Background: an optimization exercise with open tools, aiming at small area, a short achievable clock period and few clock cycles per item. Do not read the settings as production practice.
Function was not checked in any run shown here: the RTL went through the layout flow alone.
Power figures rest on the tool's default switching activity, not on a simulated workload.

==> flow/design.v, too long to show whole: its modules and the start of the top module <==
// module RFILE: 2434 lines
module RFILE(clk, rst, A_x, A_y, B_x, B_y, C_x, C_y, rssiA, rssiB, rssiC,
             valueA, valueB, valueC, expA, expB, expC, busy, out_valid, xt, yt);
  // ...
==> flow/flow/run.sh <==
#!/bin/bash
# Standard layout (the standard.sh) with two changes:
#  - synthesis script flow/syn.tcl (the standard flow's script with Yosys synth -noabc and
#    the final ABC mapping done by flow/abc_map.script),
#  - port buffers are sky130_fd_sc_hd__buf_1 (every port still gets one).
set -euo pipefail
HERE=$(pwd)
export FLOW_ABC_SCRIPT=$HERE/flow/abc_map.script
sed -e "s#SYNTH_SCRIPT=[^ ]*#SYNTH_SCRIPT=$HERE/flow/syn.tcl#" \
    -e "s#make -C #make BUFFER_PORTS_ARGS='-buffer_cell sky130_fd_sc_hd__buf_1' -C #" \
    standard.sh > flow_standard.sh
grep -q "flow/syn.tcl" flow_standard.sh
grep -q "BUFFER_PORTS_ARGS" flow_standard.sh
bash flow_standard.sh finish > make.log 2>&1
==> flow/flow/abc_map.script <==
strash
dch -f
map -D 18000
topo
stime -c
buffer -c
upsize -c
dnsize -c
==> flow/flow/syn.tcl <==
# The standard flow's synthesis script (synth_recipe.tcl) with two changes to the
# combinational mapping only; registers are unchanged:
#  - Yosys's generic synth runs without its early "abc -fast" pass (-noabc).
#    That pass rewrites XOR/majority logic so that extract_fa builds full
#    adders with inverted pins and leaves inverters between them.
#  - The final ABC mapping uses flow/abc_map.script (delay-targeted mapping
#    with area recovery, then the usual buffering and sizing) in place of the
#    ORFS script, whose delay target of 115 ps makes it map for speed only.
proc synth {args} { yosys synth -nofsm -noshare -noabc {*}$args }
proc abc {args} {
  set i [lsearch -exact $args -script]
  if {$i >= 0 && [info exists ::env(FLOW_ABC_SCRIPT)]} {
    lset args [expr {$i + 1}] $::env(FLOW_ABC_SCRIPT)
  }
  puts "abc mapping script: [lindex $args [expr {$i + 1}]]"
  yosys abc {*}$args
}
source $::env(SCRIPTS_DIR)/synth.tcl
# left out here: clear keep_hierarchy, flatten, clean up, hide names made inside functions, write 1_2_yosys.v
==> flow/standard.sh <==
#!/bin/bash
# synth_recipe.tcl (not shown) runs the flow's synth.tcl, then flattens the netlist and writes it again
# the make line also repeats each setting of config.mk as NAME=value (left out here)
make -C /OpenROAD-flow-scripts/flow DESIGN_CONFIG=/design/flow/config.mk WORK_HOME=/design/flow/orfs CLKGATE_MAP_FILE= SYNTH_SCRIPT=/design/flow/synth_recipe.tcl "${@:-finish}"
==> flow/config.mk <==
export PLATFORM = sky130hd
export DESIGN_NAME = RFILE
export DESIGN_NICKNAME = RFILE
export VERILOG_FILES = /design/flow/design.v
export SDC_FILE = /design/flow/constraint.sdc
export NUM_CORES = 8
export LEC_CHECK = 0
export ABC_AREA = 1
export CAP_MARGIN = 20
export CORE_MARGIN = 2
export CORE_UTILIZATION = 40
export SLEW_MARGIN = 20
==> flow/constraint.sdc <==
create_clock -name core_clock -period 115.0 [get_ports {clk}]
set_input_delay 23.0000 -clock core_clock [delete_from_list [all_inputs] [get_ports {clk}]]
set_output_delay 23.0000 -clock core_clock [all_outputs]
set_load 0.01 [all_outputs]
==> summary.txt, run 1 <==
Clock tree
  • Num CTS Buffers: 31
  • CTS Sinks: 240
  • Clk root buf: clkbuf_16
  • CTS HTree Levels: 1

Power and ir drop
  • Net Sw Frac: 0.512
  • Reported clock group power: slightly above 0.0001 W

STA
  • Fin crit period: 24.29 ns
  • Worst slew margin: 0.253
  • Worst-margin pin slew: approximately 1.1 ns
  • Final worst setup slack: 90.71 ns
  • Setup violators final: 0
  • Fmax achieved: 0.0412 GHz

Final layout
  • Commonest non-fill, non-tap cells in the layout: nor2_1, inv_1, nand2_1, fa_1, xor2_1
  • Area Growth Syn to Fin: 8.37%
  • Signal buf overhead: 0.0297
  • Layout cell share with drive strength beyond 1: 0.0450
  • Leading cell type in the layout, fill and taps excluded: nor2_1
  • Final Non-Filler Cells: 6,379
  • Regs by FF count: rs (19), rx (19), ry (19)
  • Nets@finish: 5,975

Yosys
  • Synth cell types: 73
  • Yosys Warn Count: 1
  • Top_reg_cell synth: dfxtp_1
  • Synth area leader: fa_1
  • Mapped Area: about 38,000 µm²
  • Synth Register Bits: 240

Global route
  • Gr ovfl total: 0
  • First-pass GRT wire length: about 200 mm
  • Total GRT Usage: 0.274

Place
  • Placed cells: ~6,300

Drt
  • Via density: between 5 and 6
  • Top routing layer used: met5
  • 1st-iter DRT viols: 3,087
  • Routed wl met2: 64.2 mm

Floorplanning
  • DIE HEIGHT: 312 µm

Status
  • Status: finished clean

Setup path
  • Critical path required time: a little over 90 ns
  • Critical path's largest stage delay: 0.51 ns
  • Buf/Inv on CP: 1
  • CP Capture Type: output port
==> run 2, diff against run 1 <==
--- a/flow/design.v
+++ b/flow/design.v
@@ -18,23 +18,22 @@
 wire [2:0] cn = first ? ({1'b0, fs} + k) : cnt - 3'd1;
 wire       fin = ph[8] && (cn == 3'd1);
 reg  [1:0] fc;            
 wire       fe = (fc != 2'd0);
 always @(posedge clk or posedge rst) begin
     if (rst) begin
         ph <= 9'd1;
         out_valid <= 1'b0;
-        busy <= 1'b1;
     end else begin
         ph <= fin ? 9'd1 : {ph[8] | ph[7], ph[6:0], 1'b0};
         out_valid <= fin;
-        busy <= ~fin;
     end
 end
+always @(posedge clk) busy <= ~fin;
 always @(posedge clk) begin
     cnt <= cn;
     if (first) fc <= fs - 2'd1;
     else if (fc != 2'd0) fc <= fc - 2'd1;
 end
 function [13:0] f_exp(input [19:0] u);
     reg [19:0] z; reg [2:0] r, rn; reg [16:0] q; integer j; reg b;
     begin
@@ -1573,27 +1572,27 @@
         k <= 3'd0;
         knz <= 1'b0;
     end else if (ph[4] | ph[5] | ph[6]) begin
         if (g[17:10] == 8'd0) begin g <= {g[9:0], 8'd0}; k <= k + 3'd2; knz <= 1'b1; end
         else if (g[17:14] == 4'd0) begin g <= {g[13:0], 4'd0}; k <= k + 3'd1; knz <= 1'b1; end
     end
 end
 wire [24:0] nx = mxo;
-wire f4x = knz & ((gb17 & (&nx[24:21] | ~|nx[24:21])) | (gb16 & (&nx[24:20] | ~|nx[24:20])) | (gb15 & (&nx[24:19] | ~|nx[24:19])) | (gb14 & (&nx[24:18] | ~|nx[24:18])));
-wire f8x = (gb17) | (gb16) | (gb15 & (&nx[24:23] | ~|nx[24:23])) | (gb14 & (&nx[24:22] | ~|nx[24:22]));
+wire f4x = knz & ((gb17 & (&nx[24:20] | ~|nx[24:20])) | (gb16 & (&nx[24:19] | ~|nx[24:19])) | (gb15 & (&nx[24:18] | ~|nx[24:18])) | (gb14 & (&nx[24:17] | ~|nx[24:17])));
+wire f8x = (gb17) | (gb16 & (&nx[24:23] | ~|nx[24:23])) | (gb15 & (&nx[24:22] | ~|nx[24:22])) | (gb14 & (&nx[24:21] | ~|nx[24:21]));
 wire [24:0] ny = myo;
-wire f4y = knz & ((gb17 & (&ny[24:21] | ~|ny[24:21])) | (gb16 & (&ny[24:20] | ~|ny[24:20])) | (gb15 & (&ny[24:19] | ~|ny[24:19])) | (gb14 & (&ny[24:18] | ~|ny[24:18])));
-wire f8y = (gb17) | (gb16) | (gb15 & (&ny[24:23] | ~|ny[24:23])) | (gb14 & (&ny[24:22] | ~|ny[24:22]));
+wire f4y = knz & ((gb17 & (&ny[24:20] | ~|ny[24:20])) | (gb16 & (&ny[24:19] | ~|ny[24:19])) | (gb15 & (&ny[24:18] | ~|ny[24:18])) | (gb14 & (&ny[24:17] | ~|ny[24:17])));
+wire f8y = (gb17) | (gb16 & (&ny[24:23] | ~|ny[24:23])) | (gb15 & (&ny[24:22] | ~|ny[24:22])) | (gb14 & (&ny[24:21] | ~|ny[24:21]));
 wire f4 = f4x & f4y;
 wire f8 = f8x & f8y;
 wire [1:0] fs = f4 ? 2'd1 : f8 ? 2'd2 : 2'd3;    
-wire [18:0] rix = f4 ? {nx[24], nx[21:4]} : f8 ? {{2{nx[24]}}, nx[24:8]} : {{6{nx[24]}}, nx[24:12]};
-wire [3:0] fix = f4 ? nx[3:0] : f8 ? nx[7:4] : nx[11:8];
-wire [17:0] ffx = f4 ? 18'd0 : f8 ? {nx[3:0], 14'd0} : {nx[7:0], 10'd0};
+wire [18:0] rix = f4 ? {nx[24], nx[20:3]} : f8 ? {nx[24], nx[24:7]} : {{5{nx[24]}}, nx[24:11]};
+wire [3:0] fix = f4 ? {nx[2:0], 1'b0} : f8 ? nx[6:3] : nx[10:7];
+wire [17:0] ffx = f4 ? {18{nx[24]}} : f8 ? {nx[2:0], 1'b0, {14{nx[24]}}} : {nx[6:0], 1'b0, {10{nx[24]}}};
 reg  [18:0] rx;
 reg  [17:0] fx;
 reg         negx;
 wire [18:0] rrx0 = first ? rix : rx;
 wire fbx0 = first ? fix[3] : (fe & fx[17]);
 wire ivx0 = ~rrx0[18];
 wire [19:0] xax0 = {rrx0, fbx0};
 wire [19:0] yax0 = {2'b00, g} ^ {20{ivx0}};
@@ -1985,27 +1984,27 @@
 wire ax3_s15 = ax3_p15 ^ ax3_c15;
 wire ax3_s16 = ax3_p16 ^ ax3_c16;
 wire ax3_s17 = ax3_p17 ^ ax3_c17;
 wire ax3_s18 = ax3_p18 ^ ax3_c18;
 wire ax3_s19 = ax3_p19 ^ ax3_c19;
 wire [18:0] rrx4 = {ax3_s18, ax3_s17, ax3_s16, ax3_s15, ax3_s14, ax3_s13, ax3_s12, ax3_s11, ax3_s10, ax3_s9, ax3_s8, ax3_s7, ax3_s6, ax3_s5, ax3_s4, ax3_s3, ax3_s2, ax3_s1, ax3_s0};
 wire qx3 = ~ax3_s19;
 wire [3:0] qx = {qx0, qx1, qx2, qx3};
-wire [7:0]  qqx = {fx[3:0], qx};
-wire        nzx = rrx4[18] ? (rrx4 != negg) : (rrx4 != 19'd0);
+wire [7:0]  qqx = {fx[4:0], qx[3:1]};
+wire        nzx = rrx3[18] ? (rrx3 != negg) : (rrx3 != 19'd0);
 wire [7:0]  bqx = qqx ^ {8{sgnd}};
 wire [7:0]  bix = bqx + 8'd1;
 wire [7:0]  resx = (sgnd ^ (negx & nzx)) ? bix : bqx;
 always @(posedge clk) begin
     if (first) negx <= nx[24];
 end
-wire [18:0] riy = f4 ? {ny[24], ny[21:4]} : f8 ? {{2{ny[24]}}, ny[24:8]} : {{6{ny[24]}}, ny[24:12]};
-wire [3:0] fiy = f4 ? ny[3:0] : f8 ? ny[7:4] : ny[11:8];
-wire [17:0] ffy = f4 ? 18'd0 : f8 ? {ny[3:0], 14'd0} : {ny[7:0], 10'd0};
+wire [18:0] riy = f4 ? {ny[24], ny[20:3]} : f8 ? {ny[24], ny[24:7]} : {{5{ny[24]}}, ny[24:11]};
+wire [3:0] fiy = f4 ? {ny[2:0], 1'b0} : f8 ? ny[6:3] : ny[10:7];
+wire [17:0] ffy = f4 ? {18{ny[24]}} : f8 ? {ny[2:0], 1'b0, {14{ny[24]}}} : {ny[6:0], 1'b0, {10{ny[24]}}};
 reg  [18:0] ry;
 reg  [17:0] fy;
 reg         negy;
 wire [18:0] rry0 = first ? riy : ry;
 wire fby0 = first ? fiy[3] : (fe & fy[17]);
 wire ivy0 = ~rry0[18];
 wire [19:0] xay0 = {rry0, fby0};
 wire [19:0] yay0 = {2'b00, g} ^ {20{ivy0}};
@@ -2397,18 +2396,18 @@
 wire ay3_s15 = ay3_p15 ^ ay3_c15;
 wire ay3_s16 = ay3_p16 ^ ay3_c16;
 wire ay3_s17 = ay3_p17 ^ ay3_c17;
 wire ay3_s18 = ay3_p18 ^ ay3_c18;
 wire ay3_s19 = ay3_p19 ^ ay3_c19;
 wire [18:0] rry4 = {ay3_s18, ay3_s17, ay3_s16, ay3_s15, ay3_s14, ay3_s13, ay3_s12, ay3_s11, ay3_s10, ay3_s9, ay3_s8, ay3_s7, ay3_s6, ay3_s5, ay3_s4, ay3_s3, ay3_s2, ay3_s1, ay3_s0};
 wire qy3 = ~ay3_s19;
 wire [3:0] qy = {qy0, qy1, qy2, qy3};
-wire [7:0]  qqy = {fy[3:0], qy};
-wire        nzy = rry4[18] ? (rry4 != negg) : (rry4 != 19'd0);
+wire [7:0]  qqy = {fy[4:0], qy[3:1]};
+wire        nzy = rry3[18] ? (rry3 != negg) : (rry3 != 19'd0);
 wire [7:0]  bqy = qqy ^ {8{sgnd}};
 wire [7:0]  biy = bqy + 8'd1;
 wire [7:0]  resy = (sgnd ^ (negy & nzy)) ? biy : bqy;
 always @(posedge clk) begin
     if (first) negy <= ny[24];
 end
 always @(posedge clk) begin
     if (ph[2]) rx <= mxo[18:0];
==> summary.txt, run 2 <==
Yosys
  • Synth Register Bits: 240 (unchanged)
  • Synth cell types: 64 (-12%)
  • Number of synthesized flops with an enable pin: roughly 100
  • Synth area leaders: fa_1, ha_1, xor2_1, edfxtp_1, nor2_1
  • Synthesized area per cell: approximately 7.6 µm²
  • Synth area leader: fa_1
  • Ys async rst share: 0.0417
  • Top_reg_cell synth: dfxtp_1
  • Synth top cells by count: nor2_1, inv_1, nand2_1
  • Seq/Total Area, Yosys: 0.155
  • Cell count after synthesis: 5,014
  • Mapped Area: 38,100 µm² (+0.17%)
  • Yosys Warn Count: 1 (unchanged)
  • Most common cell in the synthesized netlist: nor2_1
  • Mapped Nets: just under 6,000
  • Top-area cell type share of the netlist area: 0.207

Setup path
  • CP Capture Type: output port
  • Arr. time, crit path: around 1.2 ns
  • Critical path required time: 92.00 ns (about the same)
  • Reg2reg start: ph[6]
  • R2r setup slk: about 90 ns
  • Crit path kind: register to output port
  • Critical path's largest stage delay: 0.36 ns (-0.15 ns)
  • Worst Setup Start Kind: register
  • CP Cell Sequence: buf_1
  • CP delay by family, top: flip-flops
  • Buf/Inv on CP: 1 (unchanged)
  • FF-to-FF path depth: approximately 110
  • Crit path max fanout: 1
  • Slowest CP cell: dfrtp_1
  • RR Endpoint: fy[0]

Floorplanning
  • I/O pins: ~210
  • CORE AREA: between 90,000 and 100,000 µm²
  • DIE AREA: 97,700 µm²
  • # rows: roughly 110
  • DIE HEIGHT: 313 µm (about the same)
  • Die width: ~310 µm
  • Initial Utilization: 0.402

STA
  • Final Skew: just over 0.04 ns
  • Period utilization: 0.211
  • Worst slew margin: 0.0985 (-0.155)
  • Worst-margin pin slew: 1.33 ns (+0.220 ns)
  • Setup violators final: 0 (unchanged)
  • Fin crit period: 24.22 ns (-0.0705 ns)
  • Final hold violation count: 0
  • Pins Over Slew Limit: 0
  • Setup_tns: 0 ns
  • RSZ-0062 raised after global routing: no
  • Fmax achieved: 0.0413 GHz (+0.29%)

Drt
  • Drt pass-1 iters: 6
  • Final WL: roughly 140 mm
  • DR vias: roughly 36,000
  • Antenna-violating nets left: 0
  • Via density: 5.56 (+0.98%)
  • DRC: 0
  • Per-cell routed wire length: ~22 µm
  • 1st-iter DRT viols: 3,271 (+6.0%)

Hold path
  • Hold path start: cnt[0]
  • Hold path depth: 1
  • Hold Path Class: register to register
  • Worst hold path endpoint: cnt[0]

Status
  • Status: finished clean

Global route
  • Largest net degree at the start of global routing: 70
  • Gr ovfl total: 0 (unchanged)
  • Total GRT Usage: 0.279 (+0.00478)
  • Initial antenna violation count: 3
  • Vias in the first global route: 34,899
  • First-pass GRT wire length: 210 mm (+1.7%)

Clock tree
  • Clock-pin slew on the worst setup and hold paths: about 0.07 ns
  • CTS HTree Levels: 1 (unchanged)
  • Num CTS Buffers: 30 (-3.2%)
  • CTS tree: yes
  • Post-cts resize count: 0
  • Clk root buf: clkbuf_16
  • Postcts setup bufs: 0
  • CTS Sinks: 240 (unchanged)
  • Max clock buf depth: 3
  • Hold buffers post-CTS: 0
  • Clock insertion delay at the later pin of the skew report: approximately 0.63 ns

Power and ir drop
  • Leak: 19.4 nW
  • VDD IR-drop max: about 0.056 mV
  • Cell Pwr Density: around 28 nW/µm²

Final layout
  • Nets@finish: 6,020 (+0.75%)
  • Leading cell type in the layout, fill and taps excluded: nor2_1
  • Util after Layout: 0.436
  • Regs by FF count: rs (19), rx (19), ry (19)
  • Layout cell share with drive strength beyond 1: 0.0458 (+0.000780)
  • Area Growth Syn to Fin: 8.32% (about the same)
  • Commonest non-fill, non-tap cells in the layout: nor2_1, inv_1, nand2_1, fa_1, xor2_1

Place
  • HPWL after DPL: roughly 110 mm
  • Buffers on Ports: between 200 and 250
  • GPL Wtd Cong: between 1 and 1.5

Run
  • Max cap viols: 0
-- run 2: how the worst max path moves through the flow --
stage                     startpoint        end  depth (start not counted)
after CTS                  out_valid  out_valid                          1
after floorplan            valueB[0]      rs[0]                          4
after detailed placement  valueC[12]     rs[12]                          5
after global placement    valueC[12]     rs[12]                          5
after global routing           ph[6]      fy[0]                        109
final                      out_valid  out_valid                          1
-- run 2: cell families (layout without fill, tap and decap cells) --
family | after synthesis | in the layout | synth area share
simple gates | 1601 | 1601 | 0.172
compound gates | 1092 | 1092 | 0.171
other cells | 0 | 2 | 0
mux | 2 | 2 | 0.000526
fa+ha+maj | 728 | 728 | 0.317
flops | 240 | 240 | 0.155
xor+xnor | 399 | 399 | 0.0920
buf+inv | 952 | 1096 | 0.0940
-- run 2: per-layer routing --
layer,vias up,global-route usage,wire (µm)
met5,-,0,0
met1,17340,0.372,57900
met2,1481,0.448,63000
li1,16703,-,-
met4,0,0.0876,4680
met3,230,0.0642,13100
-- run 2: cell type report --
type,count,area (µm²)
diodes,2,5.00
clock buffers,47,876
clock inverters,9,87.6
fillers,9795,53500
inverters,765,2870
multi-input cells,3822,28600
flip-flops and latches,240,5900
well taps,1265,1580
repair buffers,275,1280
-- run 2: stage by stage --
step / total power, W / worst slack (ns) / std cells / hold WS (ns) / area (µm²)
finish: 0.00115 / 90.78 / 6425 / 0.495 / 41300
global route: 0.00128 / 90.45 / 6424 / 0.550 / 41300
CTS: 0.00115 / 90.73 / 6423 / 0.478 / 41200
detailed placement: 0.00104 / 90.92 / 6367 / 0.469 / 40300
global placement: 0.00102 / 90.81 / 6367 / 0.464 / 40300
floorplan: 0.000838 / 91.41 / 5014 / 0.441 / 38100
-- run 2: where the power goes --
group	internal [W]	total (W)	switching, W
logic	0.000386	0.000931	0.000545
clock network	0.0000527	0.0000950	0.0000423
registers	0.000115	0.000123	0.00000868

separate check: timing with driven ports:
The results above use ideal ports. As a check the final layouts listed here were re-extracted and re-timed, cells and wires unchanged. Step 1: set_driving_cell puts a clkbuf_16 on clk and a buf_2 on each other input, an assumption about the parent block. Step 2 also shifts input and output timing later by t, the mid clock arrival at the registers, as if the neighbouring blocks saw the same clock. Three values: no drivers, after step 1, after step 2; two values: the first two.
| run | t (ns) | slack for setup (ns) | clock arrival spread, ns | slew at the worst register clock pin (ns) |
|---|---|---|---|---|
| run 1 | 0.693 | 90.707 / 90.637 / 90.952 | 0.041 / 0.040 | 0.07 / 0.07 |
| run 2 | 0.675 | 90.777 / 90.712 / 90.858 | 0.044 / 0.044 | 0.07 / 0.07 |
After both steps every run listed still meets setup and hold.
